Context: an optimization exercise on an open-source flow, tuned for small area, a short achievable clock period and few clock cycles. The choices shown serve that exercise and are no tape-out recipe. At most, simulation tests tie the RTL to the original design; equivalence was not proved. For run 1, only the layout was checked, not whether the RTL still works. Power is estimated from default activity; no workload was simulated.

===== design.v =====
`timescale 1ns / 1ps
module PPCPU(Clock, reset, PC, inst, dmem_we, dmem_addr, dmem_wdata, dmem_rdata,
    rf_we, rf_wn, rf_wd
    );
	input Clock, reset;
	output [31:0] PC;		 
	input [31:0] inst;		 
	output dmem_we;			 
	output [4:0] dmem_addr;		 
	output [31:0] dmem_wdata;	 
	input [31:0] dmem_rdata;	 
	output rf_we;			 
	output [4:0] rf_wn;
	output [31:0] rf_wd;
	reg [7:0] pc;			 
	reg d_v;			 
	reg [31:0] d_inst;
	reg [7:0] d_alt;		 
	reg d_pt;			 
	reg d_fa1, d_fa2, d_faw;	 
	reg d_fb1, d_fb2, d_fbw;	 
	reg e_wreg, e_store, e_beq, e_bne;	 
	reg e_load, e_pt;
	reg [31:0] e_a, e_b;
	reg [4:0] e_k5, e_rd;
	reg [7:0] e_alt;
	reg e_add, e_and, e_or, e_xor, e_srl, e_sll, e_pass;
	reg m_wreg, m_store, m_load;	 
	reg [31:0] m_res;
	reg [4:0] m_addr, m_rd;
	reg w_we;			 
	reg [31:0] w_wd;
	reg [4:0] w_rd;
	reg [31:0] rf [1:31];		 
	reg [31:1] rv;			 
	wire [5:0] f_op = inst[31:26];
	wire f_j  = (f_op == 6'b010010);
	wire f_bt = ((f_op == 6'b001111) | (f_op == 6'b010000)) & inst[25];
	wire [7:0] pc1 = pc + 8'd1;
	wire [7:0] f_btgt = pc1 + inst[17:10];
	wire f_rtype = (f_op == 6'b000000) | (f_op == 6'b000001);
	wire f_shift = (f_op == 6'b000010);
	wire f_itype = (f_op == 6'b000101) | (f_op == 6'b001001) | (f_op == 6'b001010) |
	               (f_op == 6'b001100) | (f_op == 6'b001101);
	wire f_msb   = (f_op == 6'b001110) | (f_op == 6'b001111) | (f_op == 6'b010000);
	wire f_urs = f_rtype | f_itype | f_msb;
	wire f_urt = f_rtype | f_shift | f_msb;
	wire d_load = d_v & (d_inst[31:26] == 6'b001101) & (d_inst[4:0] != 5'd0);
	wire f_stall = d_load & ((f_urs & (inst[9:5] == d_inst[4:0])) |
	                         (f_urt & (inst[4:0] == d_inst[4:0])));
	wire ex_redirect;
	always @(posedge Clock or negedge reset)
		if (!reset) begin
			pc <= 8'd0;
			d_v <= 1'b0;
		end else begin
			if (ex_redirect) pc <= e_alt;
			else if (!f_stall) pc <= f_j ? inst[7:0] : (f_bt ? f_btgt : pc1);
			d_v <= ~ex_redirect & ~f_stall & ~f_j;
		end
	wire id_w;
	wire [4:0] id_dest;
	always @(posedge Clock) begin
		d_inst <= inst;
		d_alt <= f_bt ? pc1 : f_btgt;
		d_pt <= f_bt;
		d_fa1 <= id_w & (inst[9:5] == id_dest);
		d_fa2 <= e_wreg & (inst[9:5] == e_rd);
		d_faw <= m_wreg & (inst[9:5] == m_rd);
		d_fb1 <= id_w & (inst[4:0] == id_dest);
		d_fb2 <= e_wreg & (inst[4:0] == e_rd);
		d_fbw <= m_wreg & (inst[4:0] == m_rd);
	end
	assign PC = {22'b0, pc, 2'b00};
	wire [5:0] op = d_inst[31:26];
	wire [5:0] func = d_inst[25:20];
	wire [4:0] rs = d_inst[9:5];
	wire [4:0] rt = d_inst[4:0];
	wire [4:0] rd = d_inst[14:10];
	wire i_add  = (op == 6'b000000) & (func == 6'b000001);
	wire i_and  = (op == 6'b000001) & (func == 6'b000001);
	wire i_or   = (op == 6'b000001) & (func == 6'b000010);
	wire i_xor  = (op == 6'b000001) & (func == 6'b000100);
	wire i_srl  = (op == 6'b000010) & (func == 6'b000010);
	wire i_sll  = (op == 6'b000010) & (func == 6'b000011);
	wire i_addi = (op == 6'b000101);
	wire i_andi = (op == 6'b001001);
	wire i_ori  = (op == 6'b001010);
	wire i_xori = (op == 6'b001100);
	wire i_lw   = (op == 6'b001101);
	wire i_sw   = (op == 6'b001110);
	wire i_beq  = (op == 6'b001111);
	wire i_bne  = (op == 6'b010000);
	wire r_type = i_add | i_and | i_or | i_xor | i_srl | i_sll;
	wire i_alui = i_addi | i_andi | i_ori | i_xori;
	wire [4:0] dest = r_type ? rd : rt;
	wire wreg = (r_type | i_alui | i_lw) & (dest != 5'd0);
	wire [31:0] immv = {{16{i_addi & d_inst[25]}}, d_inst[25:10]};
	assign id_w = d_v & wreg;
	assign id_dest = dest;
	wire [31:0] res;
	wire [31:0] wd_next = m_load ? dmem_rdata : m_res;
	wire [31:0] opa, opb;
	rf_read RA (.a(rs), .rv(rv), .rf_flat(rf_flat), .fw(d_faw), .wd(w_wd),
	            .f1(d_fa1), .r1(res), .f2(d_fa2), .r2(wd_next), .fx(1'b0), .rx(32'b0), .q(opa));
	rf_read RB (.a(rt), .rv(rv), .rf_flat(rf_flat), .fw(d_fbw), .wd(w_wd),
	            .f1(d_fb1), .r1(res), .f2(d_fb2), .r2(wd_next), .fx(i_alui), .rx(immv), .q(opb));
	wire d_ok = d_v & ~ex_redirect;
	always @(posedge Clock or negedge reset)
		if (!reset) begin
			e_wreg <= 1'b0;
			e_store <= 1'b0;
			e_beq <= 1'b0;
			e_bne <= 1'b0;
		end else begin
			e_wreg <= d_ok & wreg;
			e_store <= d_ok & i_sw;
			e_beq <= d_ok & i_beq;
			e_bne <= d_ok & i_bne;
		end
	always @(posedge Clock) begin
		e_load <= i_lw;
		e_pt <= d_pt;
		e_a <= opa;
		e_b <= opb;
		e_k5 <= (i_srl | i_sll) ? d_inst[19:15] : d_inst[14:10];
		e_rd <= dest;
		e_alt <= d_alt;
		e_add <= i_add | i_addi;
		e_and <= i_and | i_andi;
		e_or <= i_or | i_ori;
		e_xor <= i_xor | i_xori;
		e_srl <= i_srl;
		e_sll <= i_sll;
		e_pass <= i_sw;
	end
	wire [31:0] A = e_a;
	wire [31:0] B = e_b;
	wire [31:0] g, p, c;
	add_pg PG (.a(A), .b(B), .g(g), .p(p));
	add_prefix PF (.g(g), .p(p), .c(c));
	wire [31:0] sum = p ^ {c[30:0], 1'b0};
	wire [31:0] sh = (e_sll ? rev32(B) : B) >> e_k5;
	wire [31:0] other = ({32{e_and}} & g) | ({32{e_or}} & (A | B)) | ({32{e_xor}} & p) |
	                    ({32{e_srl}} & sh) | ({32{e_sll}} & rev32(sh)) | ({32{e_pass}} & B);
	genvar gi;
	generate
		for (gi = 0; gi < 32; gi = gi + 1) begin : rmux
			c_a21o r (.a1(e_add), .a2(sum[gi]), .b1(other[gi]), .x(res[gi]));
		end
	endgenerate
	wire eq = (A == B);
	wire taken = (e_beq & eq) | (e_bne & ~eq);
	assign ex_redirect = (e_beq | e_bne) & (taken ^ e_pt);
	wire [4:0] addr = A[4:0] + e_k5;
	function [31:0] rev32(input [31:0] x);
		integer i;
		for (i = 0; i < 32; i = i + 1) rev32[i] = x[31 - i];
	endfunction
	always @(posedge Clock or negedge reset)
		if (!reset) begin
			m_wreg <= 1'b0;
			m_store <= 1'b0;
		end else begin
			m_wreg <= e_wreg;
			m_store <= e_store;
		end
	always @(posedge Clock) begin
		m_load <= e_load;
		m_res <= res;
		m_addr <= addr;
		m_rd <= e_rd;
	end
	assign dmem_we = m_store;
	assign dmem_addr = m_addr;
	assign dmem_wdata = m_res;
	always @(posedge Clock or negedge reset)
		if (!reset) w_we <= 1'b0;
		else w_we <= m_wreg;
	always @(posedge Clock) begin
		w_wd <= wd_next;
		w_rd <= m_rd;
	end
	assign rf_we = w_we;
	assign rf_wn = w_rd;
	assign rf_wd = w_wd;
	wire [32*32-1:0] rf_flat;
	assign rf_flat[31:0] = 32'b0;
	wire [31:0] wsel = 32'b1 << w_rd;
	genvar g2, b2;
	generate
		for (g2 = 1; g2 < 32; g2 = g2 + 1) begin : regs
			wire we_g = w_we & wsel[g2];
			wire [31:0] nxt;
			for (b2 = 0; b2 < 32; b2 = b2 + 1) begin : bits
				c_ao22 h (.a1(we_g), .a2(w_wd[b2]), .b1(~we_g), .b2(rf[g2][b2]), .x(nxt[b2]));
			end
			assign rf_flat[32*g2+31:32*g2] = rf[g2];
			always @(posedge Clock) rf[g2] <= nxt;
		end
	endgenerate
	always @(posedge Clock or negedge reset)
		if (!reset) rv <= 31'b0;
		else if (w_we) rv[w_rd] <= 1'b1;
endmodule
module rf_read(a, rv, rf_flat, fw, wd, f1, r1, f2, r2, fx, rx, q);
	input [4:0] a;
	input [31:1] rv;
	input [32*32-1:0] rf_flat;
	input fw;
	input [31:0] wd;
	input f1, f2, fx;
	input [31:0] r1, r2, rx;
	output [31:0] q;
	wire kx = fx;
	wire k1 = ~fx & f1;
	wire k2 = ~fx & ~f1 & f2;
	wire kw = ~fx & ~f1 & ~f2 & fw;
	wire kr = ~fx & ~f1 & ~f2 & ~fw;
	wire [31:0] dec = 32'b1 << a;
	wire [31:1] s = dec[31:1] & rv & {31{kr}};	 
	wire [8:1] z = dec[8:1] & ~rv[8:1] & {8{kr}};	 
	wire [3:0] init = {z[8], z[4] | z[5] | z[6] | z[7],
	                   z[2] | z[3] | z[6] | z[7], z[1] | z[3] | z[5] | z[7]};
	genvar b, k;
	generate
		for (b = 0; b < 32; b = b + 1) begin : bits
			wire [11:0] y;
			for (k = 0; k < 10; k = k + 1) begin : t
				c_a222oi c (.a1(s[3*k+1]), .a2(rf_flat[32*(3*k+1)+b]),
				            .b1(s[3*k+2]), .b2(rf_flat[32*(3*k+2)+b]),
				            .c1(s[3*k+3]), .c2(rf_flat[32*(3*k+3)+b]), .y(y[k]));
			end
			c_a222oi c10 (.a1(s[31]), .a2(rf_flat[32*31+b]), .b1(kw), .b2(wd[b]),
			              .c1(k2), .c2(r2[b]), .y(y[10]));
			c_nand2 c11 (.a(kx), .b(rx[b]), .y(y[11]));
			wire tree;
			if (b < 4) begin : lo
				assign tree = ~(&y) | init[b];
			end else begin : hi
				assign tree = ~(&y);
			end
			c_a21o cl (.a1(k1), .a2(r1[b]), .b1(tree), .x(q[b]));
		end
	endgenerate
endmodule
module add_pg(a, b, g, p);
	input [31:0] a, b;
	output [31:0] g, p;
	assign g = a & b;
	assign p = a ^ b;
endmodule
module add_prefix(g, p, c);
	input [31:0] g, p;
	output [31:0] c;		 
	reg [31:0] gg, pp;
	integer l, i, j;
	always @(*) begin
		gg = g;
		pp = p;
		for (l = 0; l < 5; l = l + 1)
			for (i = 0; i < 32; i = i + 1)
				if ((i >> l) & 1) begin
					j = ((i >> l) << l) - 1;
					gg[i] = gg[i] | (pp[i] & gg[j]);
					pp[i] = pp[i] & pp[j];
				end
	end
	assign c = gg;
endmodule
module c_a222oi(a1, a2, b1, b2, c1, c2, y);
	input a1, a2, b1, b2, c1, c2;
	output y;
	assign y = ~((a1 & a2) | (b1 & b2) | (c1 & c2));
endmodule
module c_nand2(a, b, y);
	input a, b;
	output y;
	assign y = ~(a & b);
endmodule
module c_a21o(a1, a2, b1, x);
	input a1, a2, b1;
	output x;
	assign x = (a1 & a2) | b1;
endmodule
module c_ao22(a1, a2, b1, b2, x);
	input a1, a2, b1, b2;
	output x;
	assign x = (a1 & a2) | (b1 & b2);
endmodule

===== flow/run.sh =====
#!/bin/bash
set -euo pipefail
bash standard.sh SETUP_SLACK_MARGIN=6.6 \
  "BUFFER_PORTS_ARGS=-buffer_cell sky130_fd_sc_hd__buf_2" \
  "CTS_ARGS=-sink_clustering_enable -repair_clock_nets -buf_list sky130_fd_sc_hd__clkbuf_8 -dont_use_dummy_load" \
  finish > standard_make.log 2>&1

===== standard.sh =====
#!/bin/bash
# synth_recipe.tcl (not shown) runs the flow's synth.tcl, then flattens the netlist and writes it again
# the make line also repeats each setting of config.mk as NAME=value (left out here)
make -C /OpenROAD-flow-scripts/flow DESIGN_CONFIG=/design/flow/config.mk WORK_HOME=/design/flow/orfs CLKGATE_MAP_FILE= SYNTH_SCRIPT=/design/flow/synth_recipe.tcl "${@:-finish}"

===== config.mk =====
export PLATFORM = sky130hd
export DESIGN_NAME = PPCPU
export DESIGN_NICKNAME = PPCPU
export VERILOG_FILES = /design/flow/design.v
export SDC_FILE = /design/flow/constraint.sdc
export NUM_CORES = 4
export LEC_CHECK = 0
export ABC_CLOCK_PERIOD_IN_PS = 3000
export CAP_MARGIN = 20
export CELL_PAD_IN_SITES_DETAIL_PLACEMENT = 1
export CELL_PAD_IN_SITES_GLOBAL_PLACEMENT = 2
export CORE_MARGIN = 2
export CORE_UTILIZATION = 60
export SLEW_MARGIN = 20
export SYNTH_HIERARCHICAL = 1

===== constraint.sdc =====
create_clock -name core_clock -period 10.0 [get_ports {Clock}]
set_input_delay 2.0000 -clock core_clock [delete_from_list [all_inputs] [get_ports {Clock}]]
set_output_delay 2.0000 -clock core_clock [all_outputs]
set_load 0.01 [all_outputs]

==> impl_results.rst, run 1 <==
.. list-table::
   :header-rows: 1

   * - Metric
     - Value
   * - Initial core utilization
     - 60.7%
   * - Horizontal die dimension
     - 304 um
   * - Error that ended the run
     - [ERROR GPL-0301] Utilization 102.646 % exceeds 100%.
   * - Syn. warnings
     - 10
   * - Avg Cell Area, Syn
     - 11.2 um2
   * - Height of the chip
     - 304 um
   * - Mapped Cells
     - 4800
   * - Step where the flow halted
     - global placement without I/O (3_1_place_gp_skip_io)
   * - Placement row count
     - 109
   * - Cell area after synthesis
     - 53900 um2
   * - Status
     - aborted with a tool error
==> run 2: changes to the inputs <==
--- a/design.v
+++ b/design.v
@@ -17,8 +17,9 @@
 	reg [31:0] d_inst;
 	reg [7:0] d_alt;		 
 	reg d_pt;			 
-	reg d_fa1, d_fa2, d_faw;	 
-	reg d_fb1, d_fb2, d_fbw;	 
+	reg d_ka1, d_ka2, d_kaw, d_kb1, d_kb2, d_kbw, d_kbx;
+	reg [31:1] d_sela, d_selb;
+	reg [3:0] d_inita, d_initb;
 	reg e_wreg, e_store, e_beq, e_bne;	 
 	reg e_load, e_pt;
 	reg [31:0] e_a, e_b;
@@ -35,7 +36,8 @@
 	reg [31:1] rv;			 
 	wire [5:0] f_op = inst[31:26];
 	wire f_j  = (f_op == 6'b010010);
-	wire f_bt = ((f_op == 6'b001111) | (f_op == 6'b010000)) & inst[25];
+	wire f_bt = ((f_op == 6'b001111) & (inst[9:5] == inst[4:0])) |
+	            ((f_op == 6'b010000) & (inst[9:5] != inst[4:0]));
 	wire [7:0] pc1 = pc + 8'd1;
 	wire [7:0] f_btgt = pc1 + inst[17:10];
 	wire f_rtype = (f_op == 6'b000000) | (f_op == 6'b000001);
@@ -60,17 +62,40 @@
 		end
 	wire id_w;
 	wire [4:0] id_dest;
+	wire f_alui = (f_op == 6'b000101) | (f_op == 6'b001001) | (f_op == 6'b001010) |
+	              (f_op == 6'b001100);
+	wire [31:0] wsel = 32'b1 << w_rd;
+	wire [31:1] rv_n = rv | ({31{w_we}} & wsel[31:1]);
+	wire fa1 = id_w & (inst[9:5] == id_dest);
+	wire fa2 = e_wreg & (inst[9:5] == e_rd);
+	wire faw = m_wreg & (inst[9:5] == m_rd);
+	wire fb1 = id_w & (inst[4:0] == id_dest);
+	wire fb2 = e_wreg & (inst[4:0] == e_rd);
+	wire fbw = m_wreg & (inst[4:0] == m_rd);
+	wire kar = ~fa1 & ~fa2 & ~faw;
+	wire kbr = ~f_alui & ~fb1 & ~fb2 & ~fbw;
+	wire [31:0] deca = 32'b1 << inst[9:5];
+	wire [31:0] decb = 32'b1 << inst[4:0];
 	always @(posedge Clock) begin
 		d_inst <= inst;
 		d_alt <= f_bt ? pc1 : f_btgt;
 		d_pt <= f_bt;
-		d_fa1 <= id_w & (inst[9:5] == id_dest);
-		d_fa2 <= e_wreg & (inst[9:5] == e_rd);
-		d_faw <= m_wreg & (inst[9:5] == m_rd);
-		d_fb1 <= id_w & (inst[4:0] == id_dest);
-		d_fb2 <= e_wreg & (inst[4:0] == e_rd);
-		d_fbw <= m_wreg & (inst[4:0] == m_rd);
+		d_ka1 <= fa1;
+		d_ka2 <= ~fa1 & fa2;
+		d_kaw <= ~fa1 & ~fa2 & faw;
+		d_kbx <= f_alui;
+		d_kb1 <= ~f_alui & fb1;
+		d_kb2 <= ~f_alui & ~fb1 & fb2;
+		d_kbw <= ~f_alui & ~fb1 & ~fb2 & fbw;
+		d_sela <= deca[31:1] & rv_n & {31{kar}};
+		d_selb <= decb[31:1] & rv_n & {31{kbr}};
+		d_inita <= initv(deca[8:1] & ~rv_n[8:1] & {8{kar}});
+		d_initb <= initv(decb[8:1] & ~rv_n[8:1] & {8{kbr}});
 	end
+	function [3:0] initv(input [8:1] z);
+		initv = {z[8], z[4] | z[5] | z[6] | z[7], z[2] | z[3] | z[6] | z[7],
+		         z[1] | z[3] | z[5] | z[7]};
+	endfunction
 	assign PC = {22'b0, pc, 2'b00};
 	wire [5:0] op = d_inst[31:26];
 	wire [5:0] func = d_inst[25:20];
@@ -101,10 +126,10 @@
 	wire [31:0] res;
 	wire [31:0] wd_next = m_load ? dmem_rdata : m_res;
 	wire [31:0] opa, opb;
-	rf_read RA (.a(rs), .rv(rv), .rf_flat(rf_flat), .fw(d_faw), .wd(w_wd),
-	            .f1(d_fa1), .r1(res), .f2(d_fa2), .r2(wd_next), .fx(1'b0), .rx(32'b0), .q(opa));
-	rf_read RB (.a(rt), .rv(rv), .rf_flat(rf_flat), .fw(d_fbw), .wd(w_wd),
-	            .f1(d_fb1), .r1(res), .f2(d_fb2), .r2(wd_next), .fx(i_alui), .rx(immv), .q(opb));
+	rf_read #(.HASX(0)) RA (.sel(d_sela), .init(d_inita), .rf_flat(rf_flat), .kw(d_kaw), .wd(w_wd),
+	            .k1(d_ka1), .r1(res), .k2(d_ka2), .r2(wd_next), .kx(1'b0), .rx(32'b0), .q(opa));
+	rf_read #(.HASX(1)) RB (.sel(d_selb), .init(d_initb), .rf_flat(rf_flat), .kw(d_kbw), .wd(w_wd),
+	            .k1(d_kb1), .r1(res), .k2(d_kb2), .r2(wd_next), .kx(d_kbx), .rx(immv), .q(opb));
 	wire d_ok = d_v & ~ex_redirect;
 	always @(posedge Clock or negedge reset)
 		if (!reset) begin
@@ -186,7 +211,6 @@
 	assign rf_wd = w_wd;
 	wire [32*32-1:0] rf_flat;
 	assign rf_flat[31:0] = 32'b0;
-	wire [31:0] wsel = 32'b1 << w_rd;
 	genvar g2, b2;
 	generate
 		for (g2 = 1; g2 < 32; g2 = g2 + 1) begin : regs
@@ -203,44 +227,42 @@
 		if (!reset) rv <= 31'b0;
 		else if (w_we) rv[w_rd] <= 1'b1;
 endmodule
-module rf_read(a, rv, rf_flat, fw, wd, f1, r1, f2, r2, fx, rx, q);
-	input [4:0] a;
-	input [31:1] rv;
+module rf_read(sel, init, rf_flat, kw, wd, k1, r1, k2, r2, kx, rx, q);
+	parameter HASX = 1;
+	input [31:1] sel;
+	input [3:0] init;
 	input [32*32-1:0] rf_flat;
-	input fw;
-	input [31:0] wd;
-	input f1, f2, fx;
-	input [31:0] r1, r2, rx;
+	input kw, k1, k2, kx;
+	input [31:0] wd, r1, r2, rx;
 	output [31:0] q;
-	wire kx = fx;
-	wire k1 = ~fx & f1;
-	wire k2 = ~fx & ~f1 & f2;
-	wire kw = ~fx & ~f1 & ~f2 & fw;
-	wire kr = ~fx & ~f1 & ~f2 & ~fw;
-	wire [31:0] dec = 32'b1 << a;
-	wire [31:1] s = dec[31:1] & rv & {31{kr}};	 
-	wire [8:1] z = dec[8:1] & ~rv[8:1] & {8{kr}};	 
-	wire [3:0] init = {z[8], z[4] | z[5] | z[6] | z[7],
-	                   z[2] | z[3] | z[6] | z[7], z[1] | z[3] | z[5] | z[7]};
 	genvar b, k;
 	generate
 		for (b = 0; b < 32; b = b + 1) begin : bits
 			wire [11:0] y;
+			wire [2:0] n;
 			for (k = 0; k < 10; k = k + 1) begin : t
-				c_a222oi c (.a1(s[3*k+1]), .a2(rf_flat[32*(3*k+1)+b]),
-				            .b1(s[3*k+2]), .b2(rf_flat[32*(3*k+2)+b]),
-				            .c1(s[3*k+3]), .c2(rf_flat[32*(3*k+3)+b]), .y(y[k]));
+				c_a222oi c (.a1(sel[3*k+1]), .a2(rf_flat[32*(3*k+1)+b]),
+				            .b1(sel[3*k+2]), .b2(rf_flat[32*(3*k+2)+b]),
+				            .c1(sel[3*k+3]), .c2(rf_flat[32*(3*k+3)+b]), .y(y[k]));
 			end
-			c_a222oi c10 (.a1(s[31]), .a2(rf_flat[32*31+b]), .b1(kw), .b2(wd[b]),
+			c_a222oi c10 (.a1(sel[31]), .a2(rf_flat[32*31+b]), .b1(kw), .b2(wd[b]),
 			              .c1(k2), .c2(r2[b]), .y(y[10]));
-			c_nand2 c11 (.a(kx), .b(rx[b]), .y(y[11]));
-			wire tree;
-			if (b < 4) begin : lo
-				assign tree = ~(&y) | init[b];
-			end else begin : hi
-				assign tree = ~(&y);
+			c_nand4 n0 (.a(y[0]), .b(y[1]), .c(y[2]), .d(y[3]), .y(n[0]));
+			c_nand4 n1 (.a(y[4]), .b(y[5]), .c(y[6]), .d(y[7]), .y(n[1]));
+			if (HASX && b < 4) begin : xl
+				c_a21oi c11 (.a1(kx), .a2(rx[b]), .b1(init[b]), .y(y[11]));
+				c_nand4 n2 (.a(y[8]), .b(y[9]), .c(y[10]), .d(y[11]), .y(n[2]));
+			end else if (HASX) begin : xh
+				c_nand2 c11 (.a(kx), .b(rx[b]), .y(y[11]));
+				c_nand4 n2 (.a(y[8]), .b(y[9]), .c(y[10]), .d(y[11]), .y(n[2]));
+			end else if (b < 4) begin : ol
+				c_inv c11 (.a(init[b]), .y(y[11]));
+				c_nand4 n2 (.a(y[8]), .b(y[9]), .c(y[10]), .d(y[11]), .y(n[2]));
+			end else begin : oh
+				assign y[11] = 1'b1;
+				c_nand3 n2 (.a(y[8]), .b(y[9]), .c(y[10]), .y(n[2]));
 			end
-			c_a21o cl (.a1(k1), .a2(r1[b]), .b1(tree), .x(q[b]));
+			c_a2111o cl (.a1(k1), .a2(r1[b]), .b1(n[0]), .c1(n[1]), .d1(n[2]), .x(q[b]));
 		end
 	endgenerate
 endmodule
@@ -273,6 +295,31 @@
 	output y;
 	assign y = ~((a1 & a2) | (b1 & b2) | (c1 & c2));
 endmodule
+module c_nand4(a, b, c, d, y);
+	input a, b, c, d;
+	output y;
+	assign y = ~(a & b & c & d);
+endmodule
+module c_nand3(a, b, c, y);
+	input a, b, c;
+	output y;
+	assign y = ~(a & b & c);
+endmodule
+module c_a21oi(a1, a2, b1, y);
+	input a1, a2, b1;
+	output y;
+	assign y = ~((a1 & a2) | b1);
+endmodule
+module c_inv(a, y);
+	input a;
+	output y;
+	assign y = ~a;
+endmodule
+module c_a2111o(a1, a2, b1, c1, d1, x);
+	input a1, a2, b1, c1, d1;
+	output x;
+	assign x = (a1 & a2) | b1 | c1 | d1;
+endmodule
 module c_nand2(a, b, y);
 	input a, b;
 	output y;
==> flow/run.sh (replaced) <==
#!/bin/bash
set -euo pipefail
bash standard.sh SETUP_SLACK_MARGIN=6.6 \
  "BUFFER_PORTS_ARGS=-buffer_cell sky130_fd_sc_hd__buf_2" \
  finish > standard_make.log 2>&1
--- a/config.mk
+++ b/config.mk
@@ -7,9 +7,11 @@
 export LEC_CHECK = 0
 export ABC_CLOCK_PERIOD_IN_PS = 3000
 export CAP_MARGIN = 20
-export CELL_PAD_IN_SITES_DETAIL_PLACEMENT = 1
-export CELL_PAD_IN_SITES_GLOBAL_PLACEMENT = 2
+export CELL_PAD_IN_SITES_DETAIL_PLACEMENT = 0
+export CELL_PAD_IN_SITES_GLOBAL_PLACEMENT = 1
 export CORE_MARGIN = 2
-export CORE_UTILIZATION = 60
+export CORE_UTILIZATION = 55
+export CTS_CLUSTER_DIAMETER = 100
+export CTS_CLUSTER_SIZE = 30
 export SLEW_MARGIN = 20
 export SYNTH_HIERARCHICAL = 1
==> run 2 against run 1 <==
Now clean on timing, DRC and antenna; synthesized cell count decreased by 1.6%; synthesized area is 0.61% higher.
==> impl_results.rst, run 2 <==
.. list-table::
   :header-rows: 1

   * - Metric
     - Value
   * - CTS tree
     - done
   * - Pins over their slew limit
     - 0
   * - Highest fanout seen on the critical path
     - 5
   * - DRT Pass-1 Iters
     - 15
   * - Top reg by flops
     - rf
   * - Drt wl/cell
     - 40.8 um
   * - Height of the chip
     - 318 um
   * - CTS buffer count
     - 51
   * - Cell area after synthesis
     - 54200 um2
   * - Root buffer cell
     - sky130_fd_sc_hd__clkbuf_16
   * - Via count of the first global-routing pass
     - 48000
   * - Global-route usage over all layers
     - 48.9%
   * - Setup total negative slack
     - 0 ns
   * - Max-cap violations
     - 0
   * - Initial antenna violation count
     - 30
   * - Clk sink count
     - 1323
   * - Worst rel slew slack
     - 16.2%
   * - Final Hold Fails
     - 0
   * - Launch point of the worst hold path
     - e_load
   * - Number of buffers inserted by hold repair at cts
     - 0
   * - Hold Worst Slack
     - 0.333 ns
   * - Hold Path Class
     - reg2reg
   * - Data arrival time of the critical path
     - 1.47 ns
   * - Leakage power total
     - 23.9 nW
   * - Worst reg-to-reg path cell count
     - 9
   * - Final HPWL from detailed placement
     - 155 mm
   * - Std-Cell Core Area
     - 98100 um2
   * - Syn. warnings
     - 10
   * - Count of nets after finishing
     - 5269
   * - Post-route cell area
     - 61100 um2
   * - Antenna-violating nets left
     - 0
   * - Endpoint of the lowest-slack register-to-register path
     - d_sela[15]
   * - Tmin final
     - 3.47 ns
   * - Setup repair after global routing missed its margin
     - yes
   * - Transition at the pin with the smallest max-transition slack
     - 1.26 ns
   * - I/O Pins
     - 174
   * - Critical path endpoint category
     - output pin
   * - Sink of the worst hold path
     - m_load
   * - Crit path kind
     - reg2out
   * - Setup-failing EPs final
     - 0
   * - Via density per instance
     - 8.25
   * - Worst-skew pair later-pin latency
     - 0.77 ns
   * - Peak clock frequency supported by timing
     - 0.288 GHz
   * - Highest-count cells in the layout ignoring fill and taps
     - sky130_fd_sc_hd__dfxtp_1, sky130_fd_sc_hd__a22o_1, sky130_fd_sc_hd__a222oi_1, sky130_fd_sc_hd__buf_4, sky130_fd_sc_hd__nand4_1
   * - Routability Congestion
     - 1.00
   * - Worst vdd ir
     - 0.000155 V
   * - Skew final
     - 0.0655 ns
   * - Number of flip-flops under the largest register name
     - 992
   * - Critical path data required time
     - 8.00 ns
   * - Cell depth of the worst hold path
     - 0
   * - H-Tree Level Count
     - 2
   * - Setup slack, reg-to-reg
     - 6.62 ns
   * - Total placed instance area
     - 57600 um2
   * - Power per cell area
     - 145 nW/um2
   * - Global-route wire length before repair
     - 361 mm
   * - Number of vias after detailed routing
     - 53100
   * - Overall die area
     - 101000 um2
   * - Placement row count
     - 115
   * - Total of buffers placed on input and output ports
     - 149
   * - Residual DRC count
     - 0
   * - Clock transition at path regs
     - 0.11 ns
   * - Mapped Cells
     - 4723
   * - Horizontal die dimension
     - 318 um
   * - Initial core utilization
     - 55.3%
   * - Number of buffers on the longest clock path
     - 3
   * - Pin count of the biggest net entering global routing
     - 48
   * - Reg-to-reg critical path startpoint
     - w_we
   * - Status
     - timing/DRC/antenna clean
   * - Area growth, synth to finish
     - 12.7%
   * - Avg Cell Area, Syn
     - 11.5 um2
   * - Sum of routed wire length over all layers
     - 263 mm
   * - Layout cell share with drive strength beyond 1
     - 14.4%
   * - Commonest non-fill, non-tap cell in the layout
     - sky130_fd_sc_hd__dfxtp_1
   * - Final Cycle Share
     - 34.7%
   * - Type of element launching the critical path
     - flip-flop
   * - DRT iter0 DRCs
     - 13000
   * - Total global routing overflow
     - 0
==> run 2: metal layers <==
| layer | vias to the layer above | wire length [um] | track usage (%) |
|---|---|---|---|
| met1 | 25600 | 92200 | 60.5 |
| met4 | 22 | 22900 | 34.2 |
| met3 | 1151 | 43100 | 20.8 |
| li1 | 21300 | - | - |
| met2 | 5014 | 104000 | 68.5 |
| met5 | - | 271 | 0.946 |
==> run 2: layout make-up <==
cell class                 instances  area, um2
tap                             1287       1610
antenna                           20       50.0
sequential                      1323      26900
timing repair buffer             418       3710
clock inverter                     8       97.6
fill                            8133      37000
clock buffer                      63       1340
multi-input combinational       3182      26900
inverter                         136        523
==> run 2: power breakdown <==
group	total (mW)	internal (mW)	switching [mW]
sequential	5.46	5.36	0.0909
combinational	0.706	0.284	0.422
clock	2.71	0.975	1.74
==> run 2: how the worst max path moves through the flow <==
stage / start / end / slack [ns] / depth (start not counted)
floorplan: inst[10] / pc[6] / 6.16 / 11
global placement: inst[0] / pc[7] / 5.55 / 11
detailed placement: inst[27] / pc[6] / 5.56 / 9
CTS: w_wd[8] / rf_wd[8] / 6.46 / 2
global route: w_wd[8] / rf_wd[8] / 6.53 / 2
finish: w_wd[8] / rf_wd[8] / 6.53 / 2
==> run 2: metrics by stage <==
stage | util, % | setup slack (ns) | power (mW) | std cells
after floorplan | - | 6.16 | 5.99 | 4746
after global placement | 58.7 | 5.55 | 6.20 | 6249
after CTS | 61.7 | 6.46 | 8.79 | 6388
final | 62.3 | 6.53 | 8.87 | 6437
after global routing | 62.2 | 6.53 | 9.09 | 6419
after detailed placement | 58.7 | 5.56 | 6.20 | 6249
==> run 2: timing repair <==
action	4_1_cts	5_1_grt
gates cloned	18	3
gates resized for setup	155	67
setup buffers	50	26
pin swaps	3	17
endpoints found under the setup margin	144	106
==> run 2: worst max-delay path, cell delays in order, from the launching register on <==
cell and delay [ns]:
sky130_fd_sc_hd__dfxtp_4 0.43, sky130_fd_sc_hd__buf_12 0.18, sky130_fd_sc_hd__buf_6 0.12
Testbench counts of run 2, summed over its fixed seeds: cycles 31,810.
==> run 3: changes to the inputs <==
--- a/config.mk
+++ b/config.mk
@@ -10,8 +10,8 @@
 export CELL_PAD_IN_SITES_DETAIL_PLACEMENT = 0
 export CELL_PAD_IN_SITES_GLOBAL_PLACEMENT = 1
 export CORE_MARGIN = 2
-export CORE_UTILIZATION = 55
-export CTS_CLUSTER_DIAMETER = 100
-export CTS_CLUSTER_SIZE = 30
+export CORE_UTILIZATION = 40
+export CTS_CLUSTER_DIAMETER = 80
+export CTS_CLUSTER_SIZE = 20
 export SLEW_MARGIN = 20
 export SYNTH_HIERARCHICAL = 1
==> run 3 against run 2 <==
Via count shrank 1.5%; design area increased by 1.6%; still clean on timing, DRC and antenna; sequential share of layout area is 0.65 points lower.
==> impl_results.rst, run 3 <==
.. list-table::
   :header-rows: 1

   * - Metric
     - Value
   * - Data arrival time of the critical path
     - 4.06 ns
   * - Highest fanout seen on the critical path
     - 21
   * - Commonest non-fill, non-tap cell in the layout
     - sky130_fd_sc_hd__dfxtp_1
   * - Setup-failing EPs final
     - 0
   * - Final Hold Fails
     - 0
   * - Final std cells w/o fill
     - 6925
   * - Total of buffers placed on input and output ports
     - 149
   * - Tmin final
     - 3.43 ns
   * - Reg-to-reg critical path startpoint
     - e_b[3]
   * - Drt wl/cell
     - 41.9 um
   * - Fillcell total
     - 12600
   * - Worst-skew pair later-pin latency
     - 0.74 ns
   * - Via count of the first global-routing pass
     - 48600
   * - Critical path data required time
     - 10.63 ns
   * - Launch point of the worst hold path
     - e_load
   * - Antenna-violating nets left
     - 0
   * - Sink of the worst hold path
     - m_load
   * - Setup total negative slack
     - 0 ns
   * - Total placed instance area
     - 58200 um2
   * - CTS tree
     - done
   * - Hold Path Class
     - reg2reg
   * - Post-route cell area
     - 62100 um2
   * - Cell area after synthesis
     - 54200 um2
   * - Pin count of the biggest net entering global routing
     - 48
   * - CTS buffer count
     - 80
   * - Sequential cell area
     - 26900 um2
   * - Total power
     - 9.67 mW
   * - Layout cell share with drive strength beyond 1
     - 15.4%
   * - Highest-count cells in the layout ignoring fill and taps
     - sky130_fd_sc_hd__dfxtp_1, sky130_fd_sc_hd__a22o_1, sky130_fd_sc_hd__a222oi_1, sky130_fd_sc_hd__buf_4, sky130_fd_sc_hd__nand4_1
   * - Post-Place Cells
     - 6733
   * - Setup slack, reg-to-reg
     - 6.58 ns
   * - Pins over their slew limit
     - 0
   * - Area growth, synth to finish
     - 14.5%
   * - Global-route wire length before repair
     - 394 mm
   * - Crit path kind
     - in2reg
   * - Number of vias after detailed routing
     - 52300
   * - Leakage power total
     - 24.1 nW
   * - Worst reg-to-reg path cell count
     - 10
   * - Sum of routed wire length over all layers
     - 290 mm
   * - Count of nets after finishing
     - 5268
   * - Placement row count
     - 135
   * - Clk sink count
     - 1323
   * - Critical path endpoint category
     - flip-flop
   * - H-Tree Level Count
     - 3
   * - Skew final
     - 0.0500 ns
   * - Type of element launching the critical path
     - input port
   * - Setup repair after global routing missed its margin
     - yes
   * - Worst rel slew slack
     - 13.1%
   * - Cell depth of the worst hold path
     - 0
   * - Number of flip-flops under the largest register name
     - 992
   * - Transition at the pin with the smallest max-transition slack
     - 1.30 ns
   * - Global-route usage over all layers
     - 40.2%
   * - Number of buffers inserted by hold repair at cts
     - 0
   * - Status
     - timing/DRC/antenna clean
   * - Routability Congestion
     - 0.929
   * - DRT iter0 DRCs
     - 11800
   * - Final Cycle Share
     - 34.3%
   * - Top reg by flops
     - rf
   * - Root buffer cell
     - sky130_fd_sc_hd__clkbuf_16
   * - DRT Pass-1 Iters
     - 12
   * - Power per cell area
     - 156 nW/um2
   * - Syn. warnings
     - 10
   * - Clock transition at path regs
     - 0.09 ns
   * - Number of buffers on the longest clock path
     - 3
   * - Endpoint of the lowest-slack register-to-register path
     - e_b[17]
   * - Std-Cell Core Area
     - 135000 um2
   * - Avg Cell Area, Syn
     - 11.5 um2
   * - Mapped Cells
     - 4723
   * - Overall die area
     - 139000 um2
   * - Worst vdd ir
     - 0.000134 V
   * - Via density per instance
     - 7.55
   * - Total global routing overflow
     - 0
   * - I/O Pins
     - 174
   * - Peak clock frequency supported by timing
     - 0.291 GHz
   * - Horizontal die dimension
     - 372 um
   * - Multi-input gate area in the final layout
     - 26900 um2
   * - Initial antenna violation count
     - 28
   * - Residual DRC count
     - 0
   * - Initial core utilization
     - 40.2%
   * - Height of the chip
     - 372 um
   * - Final HPWL from detailed placement
     - 169 mm
   * - Max-cap violations
     - 0
## run 3: per-layer routing
metal  global-route usage [%]  vias up  wire length (um)
met5                   0.0350        -               194
met4                     19.5       28             16200
met2                     58.6     4177            122000
met1                     53.6    26000            113000
met3                     12.3      794             38800
li1                         -    21300                 -
## run 3: worst max-delay path: stages
cell and delay (ns):
sky130_fd_sc_hd__buf_4 0.20, sky130_fd_sc_hd__o221ai_1 0.28, sky130_fd_sc_hd__o22ai_1 0.12, sky130_fd_sc_hd__o21ai_0 0.18, sky130_fd_sc_hd__nor3_1 0.10, sky130_fd_sc_hd__a21oi_2 0.32, sky130_fd_sc_hd__nand4bb_1 0.49, sky130_fd_sc_hd__nor3_1 0.35
## run 3: repair_timing
item,4_1_cts,5_1_grt
pin swaps,3,17
cloned,12,1
resized for setup,121,48
setup buffers,42,22
endpoints found under the hold margin,0,0
setup endpoints to repair,175,76
## run 3: worst max path at each step
stage / from / end / slack [ns] / cells after the start
6_report: inst[7] / d_sela[2] / 6.57 / 8
3_5_place_dp: inst[5] / pc[7] / 5.50 / 11
5_1_grt: d_inst[21] / d_sela[2] / 6.45 / 9
3_3_place_gp: inst[5] / pc[7] / 5.47 / 11
2_1_floorplan: inst[10] / pc[6] / 6.16 / 11
4_1_cts: w_wd[10] / rf_wd[10] / 6.37 / 1
## run 3: final cells by class
type                    instances  share of cell area (%)
flip-flops and latches       1323                    43.4
multi-input cells            3182                    43.3
repair buffers                388                    5.16
well taps                    1781                    3.59
clock buffers                  98                    3.45
inverters                     136                   0.828
clock inverters                12                   0.236
diodes                          5                  0.0201
## run 3: stage by stage
| step | worst slack [ns] | hold slack (ns) | utilization (%) |
|---|---|---|---|
| 2_1_floorplan | 6.16 | 0.310 | - |
| 3_5_place_dp | 5.50 | 0.312 | 43.2 |
| 3_3_place_gp | 5.47 | 0.311 | 43.2 |
| 5_1_grt | 6.45 | 0.342 | 46.0 |
| 4_1_cts | 6.37 | 0.330 | 45.7 |
| 6_report | 6.57 | 0.330 | 46.0 |
## run 3: power by group
group          leakage, nW  total (mW)  internal [mW]  switching, mW
clock network         1.12        3.50           1.56           1.95
registers             11.0        5.45           5.36         0.0890
logic                 12.0       0.717          0.294          0.424
total                 24.1        9.67           7.21           2.46
==> run 4: changes to the inputs <==
==> flow/run.sh (replaced) <==
#!/bin/bash
set -euo pipefail
bash standard.sh SETUP_SLACK_MARGIN=6.5 \
  "BUFFER_PORTS_ARGS=-buffer_cell sky130_fd_sc_hd__buf_2" \
  finish > standard_make.log 2>&1
--- a/config.mk
+++ b/config.mk
@@ -10,8 +10,8 @@
 export CELL_PAD_IN_SITES_DETAIL_PLACEMENT = 0
 export CELL_PAD_IN_SITES_GLOBAL_PLACEMENT = 1
 export CORE_MARGIN = 2
-export CORE_UTILIZATION = 40
-export CTS_CLUSTER_DIAMETER = 80
-export CTS_CLUSTER_SIZE = 20
+export CORE_UTILIZATION = 55
+export CTS_CLUSTER_DIAMETER = 100
+export CTS_CLUSTER_SIZE = 25
 export SLEW_MARGIN = 20
 export SYNTH_HIERARCHICAL = 1
==> run 4 against run 3 <==
Fmax fell by 3.1%; design area fell by 2.9%; sequential share of layout area rose by 1.1 points; clock power fell by 18%; via count rose by 1.2%; count of clock-buffer cells in the layout fell by 26; critical path type is now reg2out.
==> impl_results.rst, run 4 <==
.. list-table::
   :header-rows: 1

   * - Metric
     - Value
   * - Status
     - timing/DRC/antenna clean
   * - Placement row count
     - 115
   * - Initial core utilization
     - 55.3%
   * - Pins over their slew limit
     - 0
   * - Final HPWL from detailed placement
     - 156 mm
   * - Number of buffers on the longest clock path
     - 3
   * - CTS buffer count
     - 59
   * - Fillcell total
     - 8273
   * - DRT Pass-1 Iters
     - 13
   * - Critical path endpoint
     - rf_wd[10]
   * - Dpl ws
     - 5.55 ns
   * - Pin count of the biggest net entering global routing
     - 48
   * - Hold Path Class
     - reg2reg
   * - Global-route met3 utilization
     - 21.7%
   * - Peak clock frequency supported by timing
     - 0.282 GHz
   * - Internal power
     - 6.73 mW
   * - Power per cell area
     - 149 nW/um2
   * - Setup repair after global routing missed its margin
     - yes
   * - Post-layout worst setup margin
     - 6.46 ns
   * - Area growth, synth to finish
     - 11.2%
   * - Worst vdd ir
     - 0.000163 V
   * - Via density per instance
     - 8.32
   * - Leakage power total
     - 23.5 nW
   * - Sum of routed wire length over all layers
     - 261 mm
   * - Overall die area
     - 101000 um2
   * - Final Hold Fails
     - 0
   * - Setup total negative slack
     - 0 ns
   * - Via count of the first global-routing pass
     - 49000
   * - Number of flip-flops under the largest register name
     - 992
   * - DRT iter0 DRCs
     - 11900
   * - P_sw
     - 2.26 mW
   * - Clk sink count
     - 1323
   * - Critical path data required time
     - 8.00 ns
   * - Std-Cell Core Area
     - 98100 um2
   * - Transition at the pin with the smallest max-transition slack
     - 1.28 ns
   * - Highest-count cells in the layout ignoring fill and taps
     - sky130_fd_sc_hd__dfxtp_1, sky130_fd_sc_hd__a22o_1, sky130_fd_sc_hd__a222oi_1, sky130_fd_sc_hd__nand4_1, sky130_fd_sc_hd__nor2_1
   * - CTS tree
     - done
   * - Final Cycle Share
     - 35.4%
   * - Crit path kind
     - reg2out
   * - Global-route usage over all layers
     - 48.9%
   * - Layout cell share with drive strength beyond 1
     - 12.8%
   * - Clock network fraction of total power
     - 31.8%
   * - Setup-failing EPs final
     - 0
   * - Data arrival time of the critical path
     - 1.54 ns
   * - Reg-to-reg critical path startpoint
     - e_b[3]
   * - Critical Path Source
     - w_wd[10]
   * - Root buffer cell
     - sky130_fd_sc_hd__clkbuf_16
   * - Met1 track utilization from global routing
     - 61.0%
   * - Post-Place Cells
     - 6242
   * - Tmin final
     - 3.54 ns
   * - Type of element launching the critical path
     - flip-flop
   * - Number of vias after detailed routing
     - 53000
   * - Slowest library cell on the worst path
     - sky130_fd_sc_hd__dfxtp_2
   * - Sequence of cells on the critical path
     - buf_12 -> buf_2
   * - Drt wl/cell
     - 41.0 um
   * - Total power
     - 8.99 mW
   * - Syn. warnings
     - 10
   * - Routing layer with the top usage in global route
     - met2
   * - Endpoint of the lowest-slack register-to-register path
     - e_a[26]
   * - Total placed instance area
     - 57600 um2
   * - Commonest non-fill, non-tap cell in the layout
     - sky130_fd_sc_hd__dfxtp_1
   * - Horizontal die dimension
     - 318 um
   * - Total global routing overflow
     - 0
   * - I/O Pins
     - 174
   * - Skew final
     - 0.0497 ns
   * - Number of buffers inserted by hold repair at cts
     - 0
   * - Final std cells w/o fill
     - 6365
   * - Global-route wire length before repair
     - 363 mm
   * - Avg Cell Area, Syn
     - 11.5 um2
   * - Core occupancy in the finished layout
     - 61.5%
   * - Post-route cell area
     - 60300 um2
   * - Sequential power share
     - 60.8%
   * - Mapped Cells
     - 4723
   * - Worst-skew pair later-pin latency
     - 0.76 ns
   * - Fraction of power spent switching nets
     - 25.1%
   * - Cell area after synthesis
     - 54200 um2
   * - Critical path endpoint category
     - output pin
   * - Initial antenna violation count
     - 37
   * - Highest fanout seen on the critical path
     - 35
   * - Met2 Use GR
     - 67.5%
   * - Hold Worst Slack
     - 0.338 ns
   * - Clock transition at path regs
     - 0.10 ns
   * - Top reg by flops
     - rf
   * - Antenna-violating nets left
     - 0
   * - Routability Congestion
     - 1.00
   * - Part of the power in combinational logic
     - 7.3%
   * - Height of the chip
     - 318 um
   * - Residual DRC count
     - 0
   * - Worst rel slew slack
     - 14.4%
   * - Setup slack, reg-to-reg
     - 6.53 ns
   * - Count of nets after finishing
     - 5206
   * - Max-cap violations
     - 0
   * - Total of buffers placed on input and output ports
     - 149
   * - H-Tree Level Count
     - 2
   * - Cell depth of the worst hold path
     - 0
   * - Worst reg-to-reg path cell count
     - 12
   * - Worst stage delay on the critical path
     - 0.35 ns
## run 4: what timing repair did
item                                    CTS  global route
resized for setup                        94            42
cloned                                   15             1
pin swaps                                 1             4
setup buffers                            14             2
endpoints found under the setup margin   75           108
## run 4: power by group through the flow
stage | combinational (mW) | sequential [mW] | clock (mW)
after floorplan | 0.431 | 5.56 | 0
after CTS | 0.636 | 5.46 | 2.84
after global routing | 0.708 | 5.47 | 3.00
final | 0.660 | 5.47 | 2.86
after detailed placement | 0.623 | 5.58 | 0
after global placement | 0.618 | 5.58 | 0
## run 4: per-layer routing
| layer | routed length, um | part of all wire (%) |
|---|---|---|
| met5 | 307 | 0.12 |
| met4 | 22000 | 8.4 |
| met1 | 90800 | 35 |
| met2 | 102000 | 39 |
| met3 | 45300 | 17 |
## run 4: worst min path at each step
stage / start / to / slack [ns]
after global routing: d_alt[6] / e_alt[6] / 0.34
after CTS: d_alt[5] / e_alt[5] / 0.34
final: d_alt[5] / e_alt[5] / 0.34
after floorplan: d_alt[0] / e_alt[0] / 0.31
after global placement: e_load / m_load / 0.31
after detailed placement: d_alt[6] / e_alt[6] / 0.32
## run 4: area by class of cell
class                   count  area, um2  area share [%]
inverters                 136        526           0.871
clock buffers              72       1550            2.56
repair buffers            346       2910            4.82
diodes                     14       35.0          0.0581
well taps                1287       1610            2.67
flip-flops and latches   1323      26800            44.5
repair inverters            1       5.00         0.00830
clock inverters             4       57.6          0.0954
multi-input cells        3182      26800            44.4
## run 4: worst max-delay path: cells and delay by family, from the launching register on
family / cells / cell delay [ns]
flip-flops: 1 / 0.35
buffers and inverters: 2 / 0.42
==> run 5: changes to the inputs <==
--- a/design.v
+++ b/design.v
@@ -50,15 +50,16 @@
 	wire d_load = d_v & (d_inst[31:26] == 6'b001101) & (d_inst[4:0] != 5'd0);
 	wire f_stall = d_load & ((f_urs & (inst[9:5] == d_inst[4:0])) |
 	                         (f_urt & (inst[4:0] == d_inst[4:0])));
-	wire ex_redirect;
+	wire ex_redirect, id_redirect;
 	always @(posedge Clock or negedge reset)
 		if (!reset) begin
 			pc <= 8'd0;
 			d_v <= 1'b0;
 		end else begin
 			if (ex_redirect) pc <= e_alt;
+			else if (id_redirect) pc <= d_alt;
 			else if (!f_stall) pc <= f_j ? inst[7:0] : (f_bt ? f_btgt : pc1);
-			d_v <= ~ex_redirect & ~f_stall & ~f_j;
+			d_v <= ~ex_redirect & ~id_redirect & ~f_stall & ~f_j;
 		end
 	wire id_w;
 	wire [4:0] id_dest;
@@ -131,6 +132,11 @@
 	rf_read #(.HASX(1)) RB (.sel(d_selb), .init(d_initb), .rf_flat(rf_flat), .kw(d_kbw), .wd(w_wd),
 	            .k1(d_kb1), .r1(res), .k2(d_kb2), .r2(wd_next), .kx(d_kbx), .rx(immv), .q(opb));
 	wire d_ok = d_v & ~ex_redirect;
+	wire [31:0] pz, aob;
+	wire id_chk = d_ok & (i_beq | i_bne) & e_add &
+	              ((rt == 5'd0) & d_ka1 | (rs == 5'd0) & d_kb1);
+	wire ex_zero = &(pz ~^ {aob[30:0], 1'b0});
+	assign id_redirect = id_chk & ((i_beq ~^ ex_zero) ^ d_pt);
 	always @(posedge Clock or negedge reset)
 		if (!reset) begin
 			e_wreg <= 1'b0;
@@ -140,8 +146,8 @@
 		end else begin
 			e_wreg <= d_ok & wreg;
 			e_store <= d_ok & i_sw;
-			e_beq <= d_ok & i_beq;
-			e_bne <= d_ok & i_bne;
+			e_beq <= d_ok & i_beq & ~id_chk;
+			e_bne <= d_ok & i_bne & ~id_chk;
 		end
 	always @(posedge Clock) begin
 		e_load <= i_lw;
@@ -166,7 +172,9 @@
 	add_prefix PF (.g(g), .p(p), .c(c));
 	wire [31:0] sum = p ^ {c[30:0], 1'b0};
 	wire [31:0] sh = (e_sll ? rev32(B) : B) >> e_k5;
-	wire [31:0] other = ({32{e_and}} & g) | ({32{e_or}} & (A | B)) | ({32{e_xor}} & p) |
+	assign pz = p;
+	assign aob = A | B;
+	wire [31:0] other = ({32{e_and}} & g) | ({32{e_or}} & aob) | ({32{e_xor}} & p) |
 	                    ({32{e_srl}} & sh) | ({32{e_sll}} & rev32(sh)) | ({32{e_pass}} & B);
 	genvar gi;
 	generate
==> flow/run.sh (replaced) <==
#!/bin/bash
set -euo pipefail
bash standard.sh SETUP_SLACK_MARGIN=6.6 \
  "BUFFER_PORTS_ARGS=-buffer_cell sky130_fd_sc_hd__buf_2" \
  finish > standard_make.log 2>&1
==> run 5 against run 4 <==
Register-to-register slack improved by 0.05 ns; synthesized area increased by 2.1%; utilization increased by 0.82 points; routed wire length increased by 2.0%; total power increased by 1.3%; global-route usage increased by 0.091 points; critical endpoint is now rf_wn[0]; highest routed layer unchanged.
==> impl_results.rst, run 5 <==
.. list-table::
   :header-rows: 1

   * - Metric
     - Value
   * - Cell area after synthesis
     - 55400 um2
   * - Dpl ws
     - 5.19 ns
   * - Residual DRC count
     - 0
   * - Final Hold Fails
     - 0
   * - Setup total negative slack
     - 0 ns
   * - Type of element launching the critical path
     - flip-flop
   * - Overall die area
     - 103000 um2
   * - Post-layout worst setup margin
     - 6.58 ns
   * - Via count of the first global-routing pass
     - 49700
   * - Multi-input gate area in the final layout
     - 28100 um2
   * - Sum of routed wire length over all layers
     - 266 mm
   * - Clk sink count
     - 1328
   * - Total global routing overflow
     - 0
   * - Top reg by flops
     - rf
   * - Power per cell area
     - 146 nW/um2
   * - Skew final
     - 0.0660 ns
   * - Slowest library cell on the worst path
     - sky130_fd_sc_hd__dfxtp_4
   * - Sequence of cells on the critical path
     - buf_6 -> buf_2
   * - Core occupancy in the finished layout
     - 62.3%
   * - I/O Pins
     - 174
   * - Layout cell share with drive strength beyond 1
     - 14.2%
   * - Post-route cell area
     - 62300 um2
   * - Max-cap violations
     - 0
   * - Critical path endpoint category
     - output pin
   * - Std-Cell Core Area
     - 100000 um2
   * - Setup-failing EPs final
     - 0
   * - Initial antenna violation count
     - 14
   * - Number of vias after detailed routing
     - 54600
   * - Leakage power total
     - 24.1 nW
   * - Horizontal die dimension
     - 321 um
   * - Drt wl/cell
     - 40.4 um
   * - Initial core utilization
     - 55.4%
   * - Pin count of the biggest net entering global routing
     - 48
   * - Fillcell total
     - 8196
   * - Avg Cell Area, Syn
     - 11.3 um2
   * - Total power
     - 9.10 mW
   * - Mapped Cells
     - 4897
   * - Status
     - timing/DRC/antenna clean
   * - Number of flip-flops under the largest register name
     - 992
   * - Data arrival time of the critical path
     - 1.42 ns
   * - Crit path kind
     - reg2out
   * - Tmin final
     - 3.42 ns
   * - Total of buffers placed on input and output ports
     - 149
   * - Clock transition at path regs
     - 0.10 ns
   * - DRT iter0 DRCs
     - 13500
   * - Final HPWL from detailed placement
     - 163 mm
   * - Hold Path Class
     - reg2reg
   * - Worst-skew pair later-pin latency
     - 0.78 ns
   * - Count of nets after finishing
     - 5430
   * - Hold Worst Slack
     - 0.333 ns
   * - CTS tree
     - done
   * - Antenna-violating nets left
     - 0
   * - Global-route wire length before repair
     - 368 mm
   * - Sequential cell area
     - 27000 um2
   * - Number of buffers inserted by hold repair at cts
     - 0
   * - Final std cells w/o fill
     - 6584
   * - Post-Place Cells
     - 6428
   * - Routability Congestion
     - 1.02
   * - Worst stage delay on the critical path
     - 0.38 ns
   * - Syn. warnings
     - 10
   * - Highest-count cells in the layout ignoring fill and taps
     - sky130_fd_sc_hd__dfxtp_1, sky130_fd_sc_hd__a22o_1, sky130_fd_sc_hd__a222oi_1, sky130_fd_sc_hd__buf_4, sky130_fd_sc_hd__nand4_1
   * - Pins over their slew limit
     - 0
   * - Placement row count
     - 116
   * - DRT Pass-1 Iters
     - 15
   * - Number of buffers on the longest clock path
     - 3
   * - Total placed instance area
     - 58800 um2
   * - Worst reg-to-reg path cell count
     - 10
   * - Setup repair after global routing missed its margin
     - yes
   * - Via density per instance
     - 8.29
   * - Highest fanout seen on the critical path
     - 8
   * - Worst vdd ir
     - 0.000164 V
   * - Global-route usage over all layers
     - 49.0%
   * - Cell depth of the worst hold path
     - 0
   * - Area growth, synth to finish
     - 12.5%
   * - Transition at the pin with the smallest max-transition slack
     - 1.23 ns
   * - Peak clock frequency supported by timing
     - 0.292 GHz
   * - Height of the chip
     - 321 um
   * - Commonest non-fill, non-tap cell in the layout
     - sky130_fd_sc_hd__dfxtp_1
   * - Final Cycle Share
     - 34.2%
   * - Root buffer cell
     - sky130_fd_sc_hd__clkbuf_16
   * - Critical path data required time
     - 8.00 ns
   * - Worst rel slew slack
     - 17.6%
   * - H-Tree Level Count
     - 2
   * - CTS buffer count
     - 59
-- run 5: changes by cell type in the layout (fill, tap and decap cells not counted), sizes merged, moves of 23 or more --
cell / before / now
buf: 326 / 402
xnor2: 30 / 64
o21bai: 6 / 32
o211ai: 5 / 29
or4: 4 / 28
nor3: 67 / 44
-- run 5: worst paths after layout --
path	startpoint	end	slack (ns)
min reg2reg	e_load	m_load	0.33
min	e_load	m_load	0.33
max in group asynchronous	reset	e_bne	8.14
min in group asynchronous	reset	pc[4]	1.36
max	w_rd[0]	rf_wn[0]	6.58
max reg2reg	e_sll	e_b[18]	6.58
-- run 5: critical path, delay by kind of cell (launching register included) --
family	cells	cell delay, ns
buffers and inverters	2	0.29
flip-flops	1	0.38
-- run 5: what timing repair did --
action,in CTS,in global routing
setup buffers,38,31
setup endpoints to repair,215,163
cloned,14,0
resized for setup,174,96
pin swaps,10,45
-- run 5: area by class of cell --
class                      count  area share [%]
sequential                  1328            43.3
antenna                        2         0.00804
tap                         1298            2.61
clock inverter                 4          0.0904
inverter                     143           0.894
timing repair buffer         419            5.54
clock buffer                  67            2.45
multi-input combinational   3323            45.1
-- run 5: power breakdown --
group / internal (mW) / switching [mW] / leakage, nW
clock network: 1.09 / 1.77 / 0.772
logic: 0.322 / 0.442 / 12.4
registers: 5.38 / 0.0929 / 11.0
-- run 5: per-layer routing --
metal  up-vias  wire length (um)  track usage, %
li1      21900                 -               -
met1     26400             92600            61.2
met2      5081            107000            69.2
met3      1150             47100            23.6
met4        16             18900            26.4
met5         -               327            1.61
Testbench counts of run 5, summed over its fixed seeds: cycles 30,912.
==> run 6: changes to the inputs <==
==> flow/run.sh (replaced) <==
#!/bin/bash
set -euo pipefail
bash standard.sh SETUP_SLACK_MARGIN=6.5 \
  "BUFFER_PORTS_ARGS=-buffer_cell sky130_fd_sc_hd__buf_2" \
  finish > standard_make.log 2>&1
==> run 6 against run 5 <==
Still clean; non-clock buffer count down 24; global-route usage up 1.2 points; clock power about the same; count of clock-buffer cells in the layout up 2; largest power group unchanged.
==> impl_results.rst, run 6 <==
.. list-table::
   :header-rows: 1

   * - Metric
     - Value
   * - Status
     - timing/DRC/antenna clean
   * - Final std cells w/o fill
     - 6572
   * - Routability Congestion
     - 1.03
   * - Commonest non-fill, non-tap cell in the layout
     - sky130_fd_sc_hd__dfxtp_1
   * - Fillcell total
     - 8317
   * - Setup-failing EPs final
     - 0
   * - Dpl ws
     - 5.29 ns
   * - Total of buffers placed on input and output ports
     - 149
   * - Final Cycle Share
     - 36.2%
   * - Top reg by flops
     - rf
   * - Mapped Cells
     - 4897
   * - Avg Cell Area, Syn
     - 11.3 um2
   * - DRT Pass-1 Iters
     - 17
   * - Highest fanout seen on the critical path
     - 7
   * - Height of the chip
     - 321 um
   * - Global-route wire length before repair
     - 377 mm
   * - Skew final
     - 0.0679 ns
   * - CP most frequent cell
     - sky130_fd_sc_hd__a21o_1
   * - Hold Worst Slack
     - 0.343 ns
   * - Total power
     - 9.09 mW
   * - Clk sink count
     - 1328
   * - Syn. warnings
     - 10
   * - Initial antenna violation count
     - 25
   * - CTS tree
     - done
   * - Drt wl/cell
     - 41.4 um
   * - Highest-count cells in the layout ignoring fill and taps
     - sky130_fd_sc_hd__dfxtp_1, sky130_fd_sc_hd__a22o_1, sky130_fd_sc_hd__a222oi_1, sky130_fd_sc_hd__buf_4, sky130_fd_sc_hd__nand4_1
   * - Horizontal die dimension
     - 321 um
   * - Post-layout worst setup margin
     - 6.38 ns
   * - Layout cell share with drive strength beyond 1
     - 14.3%
   * - Area growth, synth to finish
     - 12.6%
   * - Root buffer cell
     - sky130_fd_sc_hd__clkbuf_16
   * - Std-Cell Core Area
     - 100000 um2
   * - Crit path kind
     - reg2reg
   * - Residual DRC count
     - 0
   * - Peak clock frequency supported by timing
     - 0.276 GHz
   * - Pin count of the biggest net entering global routing
     - 48
   * - Leakage power total
     - 23.9 nW
   * - Max-cap violations
     - 0
   * - Critical path data required time
     - 10.61 ns
   * - Slowest library cell on the worst path
     - sky130_fd_sc_hd__dfxtp_1
   * - H-Tree Level Count
     - 2
   * - Critical path endpoint category
     - flip-flop
   * - Post-Place Cells
     - 6414
   * - Final Hold Fails
     - 0
   * - Setup total negative slack
     - 0 ns
   * - Antenna-violating nets left
     - 0
   * - Setup slack, reg-to-reg
     - 6.38 ns
   * - Transition at the pin with the smallest max-transition slack
     - 1.35 ns
   * - Global-route usage over all layers
     - 50.2%
   * - Initial core utilization
     - 55.4%
   * - Sum of routed wire length over all layers
     - 272 mm
   * - Tmin final
     - 3.62 ns
   * - Via count of the first global-routing pass
     - 50700
   * - I/O Pins
     - 174
   * - Data arrival time of the critical path
     - 4.23 ns
   * - Total global routing overflow
     - 0
   * - Pins over their slew limit
     - 0
   * - Cell area after synthesis
     - 55400 um2
   * - Number of flip-flops under the largest register name
     - 992
   * - Hold Path Class
     - reg2reg
   * - CTS buffer count
     - 59
   * - Number of buffers inserted by hold repair at cts
     - 0
   * - Number of vias after detailed routing
     - 55300
   * - DRT iter0 DRCs
     - 13600
   * - Clock transition at path regs
     - 0.10 ns
   * - Worst-skew pair later-pin latency
     - 0.77 ns
   * - Via density per instance
     - 8.41
   * - Sequence of cells on the critical path
     - mux4_2 -> mux2i_2 -> mux2_2 -> mux2i_1 -> nor2_1 -> a21oi_1 -> a21o_1 -> a21o_1 -> a2111o_1
   * - Count of nets after finishing
     - 5408
   * - Final HPWL from detailed placement
     - 159 mm
   * - Power per cell area
     - 146 nW/um2
   * - Type of element launching the critical path
     - flip-flop
   * - Placement row count
     - 116
   * - Number of buffers on the longest clock path
     - 3
   * - Overall die area
     - 103000 um2
   * - Worst stage delay on the critical path
     - 0.69 ns
   * - Worst vdd ir
     - 0.000134 V
   * - Setup repair after global routing missed its margin
     - yes
   * - Worst rel slew slack
     - 10.1%
run 6: changes by cell type in the layout (fill, tap and decap cells not counted), moves of 6 or more:
cell	delta
sky130_fd_sc_hd__buf_12	+9
sky130_fd_sc_hd__buf_2	+10
sky130_fd_sc_hd__buf_4	-41
sky130_fd_sc_hd__buf_6	-7
sky130_fd_sc_hd__bufbuf_16	+6
sky130_fd_sc_hd__clkinv_1	+8
sky130_fd_sc_hd__dfxtp_1	-26
sky130_fd_sc_hd__dfxtp_2	+14
sky130_fd_sc_hd__dfxtp_4	+12
sky130_fd_sc_hd__diode_2	+10
sky130_fd_sc_hd__inv_1	-11
sky130_fd_sc_hd__nand2_1	-7
sky130_fd_sc_hd__nand2_2	+11
run 6: path summary, 6_finish.rpt:
path	start	to	depth (start not counted)
min in group asynchronous	reset	pc[1]	2
setup / recovery	e_b[28]	e_b[30]	9
max in group asynchronous	reset	e_beq	2
hold / removal	e_load	m_load	0
setup reg to reg	e_b[28]	e_b[30]	9
hold reg to reg	e_load	m_load	0
run 6: worst max-delay path: cells and delay by family, from the launching register on:
family,cells,cell delay (ns)
multiplexers,4,1.29
AND/OR/NAND/NOR,1,0.08
flip-flops,1,0.69
AO/OA/AOI/OAI,4,1.42
run 6: what timing repair did:
item	in CTS	in global routing
hold endpoints to repair	0	0
gates cloned	21	5
pin swaps	9	23
gates resized for setup	172	90
setup buffers	17	32
endpoints found under the setup margin	249	151
run 6: final cells by class:
type	instances	area, um2	area share, %
Sequential cell	1328	27000	43.3
Inverter	143	559	0.897
Timing Repair Buffer	395	3510	5.64
Timing Repair inverter	2	10.0	0.0161
Multi-Input combinational cell	3323	28000	44.9
Clock inverter	2	60.1	0.0963
Clock buffer	69	1540	2.46
Tap cell	1298	1620	2.61
Antenna cell	12	30.0	0.0482
run 6: power breakdown:
| group | leakage, nW | switching, mW | internal (mW) | total, mW |
|---|---|---|---|---|
| Sequential | 11.0 | 0.107 | 5.38 | 5.49 |
| Combinational | 12.1 | 0.421 | 0.306 | 0.727 |
| Clock | 0.773 | 1.78 | 1.10 | 2.87 |
run 6: metrics by stage:
step           util (%)  instance area [um2]
2_1_floorplan         -                55600
3_3_place_gp       58.7                58700
3_5_place_dp       58.7                58700
4_1_cts            61.6                61600
5_1_grt            62.3                62300
6_report           62.3                62300
run 6: metal layers:
| layer | part of all wire [%] | vias to the layer above | GRT usage [%] |
|---|---|---|---|
| met2 | 40 | 5373 | 70.4 |
| met5 | 0.069 | - | 2.32 |
| met4 | 7.9 | 24 | 31.2 |
| met3 | 17 | 1352 | 22.8 |
| met1 | 35 | 26600 | 62.4 |
| li1 | - | 21900 | - |

static timing again, ports no longer ideal:
The flow's constraints put no driver on any port. The routed layouts listed below were extracted and timed again, unchanged, in two steps. Step 1, drivers: a clkbuf_16 drives Clock and a buf_2 each remaining input, both assumed. Step 2 also shifts input and output timing later by t, the mid clock arrival at the registers, as if the neighbouring blocks saw the same clock. Three values: ideal ports, drivers, drivers and shift; two values: the first two.
| run | shift t [ns] | slack for setup (ns) | cell pins on the clock port's net |
|---|---|---|---|
| run 2 | 0.814 | 6.530 / 6.451 / 5.903 | 1 |
| run 3 | 0.799 | 6.567 / 6.527 / 5.830 | 1 |
| run 4 | 0.811 | 6.458 / 6.380 / 5.838 | 1 |
| run 5 | 0.820 | 6.576 / 6.498 / 5.930 | 1 |
| run 6 | 0.812 | 6.376 / 6.376 / 5.847 | 1 |
After both steps every run listed still meets setup and hold. The setup slack of run 3, which loses most, moves by -0.040 ns with the drivers and by -0.737 ns with both steps.
